Context: an optimization exercise on an open-source flow, tuned for small area and a short achievable clock period. The choices shown serve that exercise and are no tape-out recipe. Only simulation tests tie the RTL to the original design; equivalence was not proved.

Setup of job 833:
==> flow/design.v (excerpt) <==
module multiply_accumulate(
  clk,
  aresetn,
  reset,
  data,
  multi,
  result,
  overflow
);
clock: 4.5 ns
lec_check: 0
cap_margin: 20
core_margin: 2
core_utilization: 65
cts_buf_list: sky130_fd_sc_hd__clkbuf_8
cts_cluster_diameter: 60
cts_cluster_size: 15
setup_slack_margin: 2.3
slew_margin: 20
run.sh (not shown) runs the stock make flow with config.mk's settings and CLKGATE_MAP_FILE= SYNTH_SCRIPT=/design/flow/synth_recipe.tcl, a recipe that flattens the netlist after the stock synthesis.
The flow did not stop early for job 833: all stages ran, and the layout cleared the timing, DRC and antenna checks.
Setup changes, job 833 to job 853
Settings: setting TNS_END_PERCENT to 5 for the first time; changing SETUP_SLACK_MARGIN from 2.3 to 2.2.
==> flow/flow/run.sh (new file) <==
#!/bin/bash
bash standard.sh MATCH_CELL_FOOTPRINT=0 "BUFFER_PORTS_ARGS=-buffer_cell sky130_fd_sc_hd__buf_1" finish > standard.log 2>&1
==> flow/standard.sh (new file) <==
#!/bin/bash
# synth_recipe.tcl (not shown) runs the flow's synth.tcl, then flattens the netlist and writes it again
# the make line also repeats each setting of config.mk as NAME=value (left out here)
make -C /OpenROAD-flow-scripts/flow DESIGN_CONFIG=/design/flow/config.mk WORK_HOME=/design/flow/orfs CLKGATE_MAP_FILE= SYNTH_SCRIPT=/design/flow/synth_recipe.tcl "${@:-finish}"
removed: flow/run.sh
## What came out
- Job 853 went all the way through synthesis, placement and routing and the layout is clean on timing, DRC and antenna.
- Job 853 against job 833: number of buffers other than clock buffers in the final layout went down, worst setup slack went up, via count went down.
- Re CTS buffer count: job 833 and job 853 aren't equal, and the lower value belongs to job 833.
- Run comparison: job 853 launching instance or port of the critical path u0.t3_25_2; job 833 launching instance or port of the critical path u0.t3_11_2
- Shortest clock period the worst path allows after layout on job 853 is ahead of job 833.
### job 853 -> job 3383
==> flow/flow/run.sh <==
#!/bin/bash
# The standard layout (standard.sh), with these changes to how it is made:
# - synthesis runs flow/synth.tcl: the standard flow's synthesis script, with ABC mapping
#   the logic for delay (flow/abc_delay.script);
# - Yosys does not map full/half adders to the library's fa/ha cells
#   (ADDER_MAP_FILE empty), so ABC maps that logic too;
# - port buffers are sky130_fd_sc_hd__buf_1, the smallest buffer.
export MY_FLOW_DIR=$PWD/flow
bash standard.sh "SYNTH_SCRIPT=$PWD/flow/synth.tcl" "ADDER_MAP_FILE=" \
  "BUFFER_PORTS_ARGS=-buffer_cell sky130_fd_sc_hd__buf_1" finish > standard.log 2>&1
==> flow/flow/abc_delay.script (new file) <==
strash
&get -n
&st
&dch -f
&nf -D 1500
&put
buffer -c
topo
upsize -c -D 1500
dnsize -c -D 1500
==> flow/flow/synth.tcl (new file) <==
# The standard flow's synthesis script (synth_recipe.tcl, which runs ORFS's synth.tcl) with
# one change: ABC maps the combinational logic with flow/abc_delay.script, a
# delay-driven script, instead of ORFS's abc_speed.script.  Registers are
# mapped before ABC runs and are not changed by it.
proc abc {args} {
  set i [lsearch -exact $args -script]
  if {$i >= 0} {
    set args [lreplace $args [expr {$i + 1}] [expr {$i + 1}] $::env(MY_FLOW_DIR)/abc_delay.script]
  }
  puts "flow/synth.tcl: abc $args"
  yosys abc {*}$args
}
source $::env(MY_FLOW_DIR)/../synth_recipe.tcl
## What came out
In terms of clock input transition at the sequential cells of the worst setup and hold paths, job 853 and job 3383 differ only marginally. Where design area is concerned, job 853 is better than job 3383. Against job 853, multi-input gate area in the final layout in job 3383 rose by more than 10%. Job 3383 vs job 853: endpoint arrival time on the critical path down. Sort job 853 and job 3383 by sequential share of layout area, ascending, and job 3383 comes first. The multiplexer share of the synthesized area number comes out lower for job 3383 vs job 853. Clock skew is higher on job 853. Job 3383: flow completed, timing, DRC and antenna clean. Compared with job 853, job 3383 shows a higher total buffers and inverters traversed by the critical path.
Input changes introduced in job 9352 (baseline for comparison: job 3383):
Settings: CTS_CLUSTER_SIZE now 25, was 15; TNS_END_PERCENT now 0, was 5; CTS_CLUSTER_DIAMETER now 35, was 60.
==> flow/flow/run.sh <==
#!/bin/bash
export BUFFER_PORTS_ARGS="-buffer_cell sky130_fd_sc_hd__buf_1"
bash standard.sh > standard.log 2>&1
removed: flow/flow/abc_delay.script
removed: flow/flow/synth.tcl
--- outcome ---
- Job 9352: no failed stages, no open violations at the end
- Summary of job 9352 over job 3383: multi-input logic cell count decreased about 23%, post-synthesis instance area decreased about 5%, post-route clock period utilization increased 4.5 points, aggregate routed wire length decreased 16%, relative area of clock buffers and inverters in the final design increased 3.4 points.
- Job 3383 → job 9352: buffering stage count on the worst path with inverters included fell by 1.
- The number of different library cells in the post-synthesis netlist reported for job 9352 is smaller than that of job 3383 by 1.6%.
- Fmax: job 9352 lower than job 3383
- Against job 3383 as the reference, job 9352 delivers a higher relative slew slack.
- Job 9352 does worse than job 3383 on final setup slack of the worst path.

========
run 1:
multiply_accumulate again, from the RTL that the note above started with.
clock: 4.5 ns
lec_check: 0
cap_margin: 20
core_margin: 2
core_utilization: 65
cts_buf_list: sky130_fd_sc_hd__clkbuf_8
cts_cluster_diameter: 60
cts_cluster_size: 15
setup_slack_margin: 2.2
slew_margin: 20
tns_end_percent: 0
standard.sh (not shown) runs the stock make flow with config.mk's settings and CLKGATE_MAP_FILE= SYNTH_SCRIPT=/design/flow/synth_recipe.tcl, a recipe that flattens the netlist after the stock synthesis.
==> flow/flow/run.sh <==
#!/bin/bash
# The standard layout (standard.sh), with these changes to how it is made:
# - synthesis runs flow/synth.tcl: the standard flow's synthesis script, with ABC mapping
#   the logic for delay (flow/abc_delay.script);
# - Yosys does not map full/half adders to the library's fa/ha cells
#   (ADDER_MAP_FILE empty), so ABC maps that logic too;
# - port buffers are sky130_fd_sc_hd__buf_1, the smallest buffer.
export MY_FLOW_DIR=$PWD/flow
bash standard.sh "SYNTH_SCRIPT=$PWD/flow/synth.tcl" "ADDER_MAP_FILE=" \
  "BUFFER_PORTS_ARGS=-buffer_cell sky130_fd_sc_hd__buf_1" finish > standard.log 2>&1
==> flow/flow/abc_delay.script <==
&get -n
&st
&dch
&nf -D 1500
&put
buffer -c
topo
stime -c
upsize -c -D 1500
dnsize -c -D 1500
==> flow/flow/synth.tcl <==
# The standard flow's synthesis script (synth_recipe.tcl, which runs ORFS's synth.tcl) with
# one change: ABC maps the combinational logic with flow/abc_delay.script, a
# delay-driven script, instead of ORFS's abc_speed.script.  Registers are
# mapped before ABC runs and are not changed by it.
proc abc {args} {
  set i [lsearch -exact $args -script]
  if {$i >= 0} {
    set args [lreplace $args [expr {$i + 1}] [expr {$i + 1}] $::env(MY_FLOW_DIR)/abc_delay.script]
  }
  puts "flow/synth.tcl: abc $args"
  yosys abc {*}$args
}
source $::env(MY_FLOW_DIR)/../synth_recipe.tcl
Run 1 reached the final stage; the timing, DRC and antenna checks on its layout passed.
What run 2 does differently from run 1 at the input level:
==> flow/flow/run.sh <==
#!/bin/bash
bash standard.sh MATCH_CELL_FOOTPRINT=0 "BUFFER_PORTS_ARGS=-buffer_cell sky130_fd_sc_hd__buf_1" finish > standard.log 2>&1
removed: flow/flow/abc_delay.script
removed: flow/flow/synth.tcl
==> comparison <==
Run 2: path depth of the worst reg2reg path 1 above run 1
Run 1 and run 2 ended up with nearly the same final area.
Re gate count after technology mapping: run 1 and run 2 aren't equal, and the lower value belongs to run 2.
Measured against each other, run 1 and run 2 differ in layout overhead on the synthesized area, the higher figure coming from run 2.
Total setup buffers inserted after CTS | run 2 above run 1
The run with more setup slack is run 1; run 2 has less.
Post-route fraction of the period consumed by the critical path in run 2 vs run 1: up 2.2 points
## Diff of input files: run 3 against run 2
# run 2
export LEC_CHECK = 0
export CAP_MARGIN = 20
export CORE_MARGIN = 2
export CORE_UTILIZATION = 65
export CTS_BUF_LIST = sky130_fd_sc_hd__clkbuf_8
export CTS_CLUSTER_DIAMETER = 60
export CTS_CLUSTER_SIZE = 15
export SETUP_SLACK_MARGIN = 2.2
export SLEW_MARGIN = 20
export TNS_END_PERCENT = 0
create_clock -name core_clock -period 4.5 [get_ports {clk}]
# run 3
export LEC_CHECK = 0
export CAP_MARGIN = 20
export CORE_MARGIN = 2
export CORE_UTILIZATION = 65
export CTS_BUF_LIST = sky130_fd_sc_hd__clkbuf_8
export CTS_CLUSTER_DIAMETER = 60
export CTS_CLUSTER_SIZE = 15
export SETUP_SLACK_MARGIN = 2.5
export SLEW_MARGIN = 20
export TNS_END_PERCENT = 0
create_clock -name core_clock -period 4.5 [get_ports {clk}]
==> flow/flow/run.sh <==
#!/bin/bash
# The standard layout (standard.sh), with these changes to how it is made:
# - synthesis runs flow/synth.tcl: the standard flow's synthesis script, with ABC mapping
#   the logic for delay (flow/abc_delay.script);
# - Yosys does not map full/half adders to the library's fa/ha cells
#   (ADDER_MAP_FILE empty), so ABC maps that logic too;
# - timing repair may resize cells to a different footprint;
# - port buffers are sky130_fd_sc_hd__buf_1, the smallest buffer.
export MY_FLOW_DIR=$PWD/flow
bash standard.sh "SYNTH_SCRIPT=$PWD/flow/synth.tcl" "ADDER_MAP_FILE=" "MATCH_CELL_FOOTPRINT=0" \
  "BUFFER_PORTS_ARGS=-buffer_cell sky130_fd_sc_hd__buf_1" finish > standard.log 2>&1
==> flow/flow/abc_delay.script (new file) <==
&get -n
&st
&dch
&nf -D 1500
&put
buffer -c
topo
stime -c
upsize -c -D 1500
dnsize -c -D 1500
==> flow/flow/synth.tcl (new file) <==
# The standard flow's synthesis script (synth_recipe.tcl, which runs ORFS's synth.tcl) with
# one change: ABC maps the combinational logic with flow/abc_delay.script, a
# delay-driven script, instead of ORFS's abc_speed.script.  Registers are
# mapped before ABC runs and are not changed by it.
proc abc {args} {
  set i [lsearch -exact $args -script]
  if {$i >= 0} {
    set args [lreplace $args [expr {$i + 1}] [expr {$i + 1}] $::env(MY_FLOW_DIR)/abc_delay.script]
  }
  puts "flow/synth.tcl: abc $args"
  yosys abc {*}$args
}
source $::env(MY_FLOW_DIR)/../synth_recipe.tcl
Findings:
- Diff run 2 -> run 3: via count now larger, die area now larger, peak clock frequency supported by timing now larger.
- A last element of the critical path of pd[0][21]$_DFF_P_ is what run 2 shows, while pd[0][29]$_DFF_P_ belongs to run 3.
- Summary: with run 2 as the reference, summed area of non-filler cells in the final layout in run 3 moved up slightly.
- Looking at path type of the worst min-delay path, the in -> async result is from run 3; the reg -> reg one comes from run 2.
- Run 3 vs run 2 — post-route clock period utilization dropped 2.6 points.
Input-level comparison between run 4 and run 3:
# run 3
export LEC_CHECK = 0
export CAP_MARGIN = 20
export CORE_MARGIN = 2
export CORE_UTILIZATION = 65
export CTS_BUF_LIST = sky130_fd_sc_hd__clkbuf_8
export CTS_CLUSTER_DIAMETER = 60
export CTS_CLUSTER_SIZE = 15
export SETUP_SLACK_MARGIN = 2.5
export SLEW_MARGIN = 20
export TNS_END_PERCENT = 0
create_clock -name core_clock -period 4.5 [get_ports {clk}]
# run 4
export LEC_CHECK = 0
export CAP_MARGIN = 20
export CORE_MARGIN = 2
export CORE_UTILIZATION = 40
export SETUP_SLACK_MARGIN = 2.0
export SLEW_MARGIN = 20
create_clock -name core_clock -period 4.5 [get_ports {clk}]
==> flow/run.sh (new file) <==
#!/bin/bash
# synth_recipe.tcl (not shown) runs the flow's synth.tcl, then flattens the netlist and writes it again
# the make line also repeats each setting of config.mk as NAME=value (left out here)
make -C /OpenROAD-flow-scripts/flow DESIGN_CONFIG=/design/flow/config.mk WORK_HOME=/design/flow/orfs CLKGATE_MAP_FILE= SYNTH_SCRIPT=/design/flow/synth_recipe.tcl finish
removed: flow/flow/run.sh
removed: flow/flow/abc_delay.script
removed: flow/flow/synth.tcl
removed: flow/standard.sh
Notes after the runs:
On clock skew, the higher figure sits with run 4, not run 3. Compared to run 3, run 4 has post-synthesis xor/xnor area fraction 10 points lower. Run 3 has a lower tap cell count than run 4. Clock network contribution to total cell area, run 4 and run 3, lower one = run 3. pd[0][29]$_DFF_P_ as the end of the critical path was reported by run 3, and result[25]$_DFF_PN0_ by run 4. The global-route met2 utilization in run 4 sits 20 points below the value recorded for run 3.

re-timing with driven ports:
The flow's constraints put no driver on any port. The routed layouts listed below were extracted and timed again, unchanged, in two steps. Step 1, drivers: a clkbuf_16 drives clk and a buf_2 each remaining input, both assumed. Step 2 also shifts input and output timing later by t, the mid clock arrival at the registers, as if the neighbouring blocks saw the same clock. a / b / c = ideal / step 1 / step 2; a / b = the first two.
run	shift t [ns]	setup slack, ns	worst setup path at the end	slew at the worst register clock pin (ns)	worst slew at a driven data input, ns
job 833	0.663	1.756 / 1.756 / 1.756	register to register	0.10 / 0.10	0.04
job 853	0.669	1.857 / 1.857 / 1.857	register to register	0.10 / 0.10	0.04
job 3383	0.680	2.048 / 2.048 / 2.048	register to register	0.10 / 0.10	0.04
job 9352	0.691	1.844 / 1.844 / 1.798	input to register	0.12 / 0.12	0.03
run 1	0.695	1.913 / 1.913 / 1.913	register to register	0.10 / 0.10	0.03
run 2	0.655	1.813 / 1.813 / 1.813	register to register	0.10 / 0.10	0.04
run 3	0.702	1.931 / 1.931 / 1.931	register to register	0.10 / 0.10	0.03
run 4	0.656	1.907 / 1.907 / 1.752	input to register	0.07 / 0.07	0.04
After both steps setup and hold are still met in every run listed. The setup slack of run 4, which loses most, moves by 0.000 ns with the drivers and by -0.155 ns with both steps.
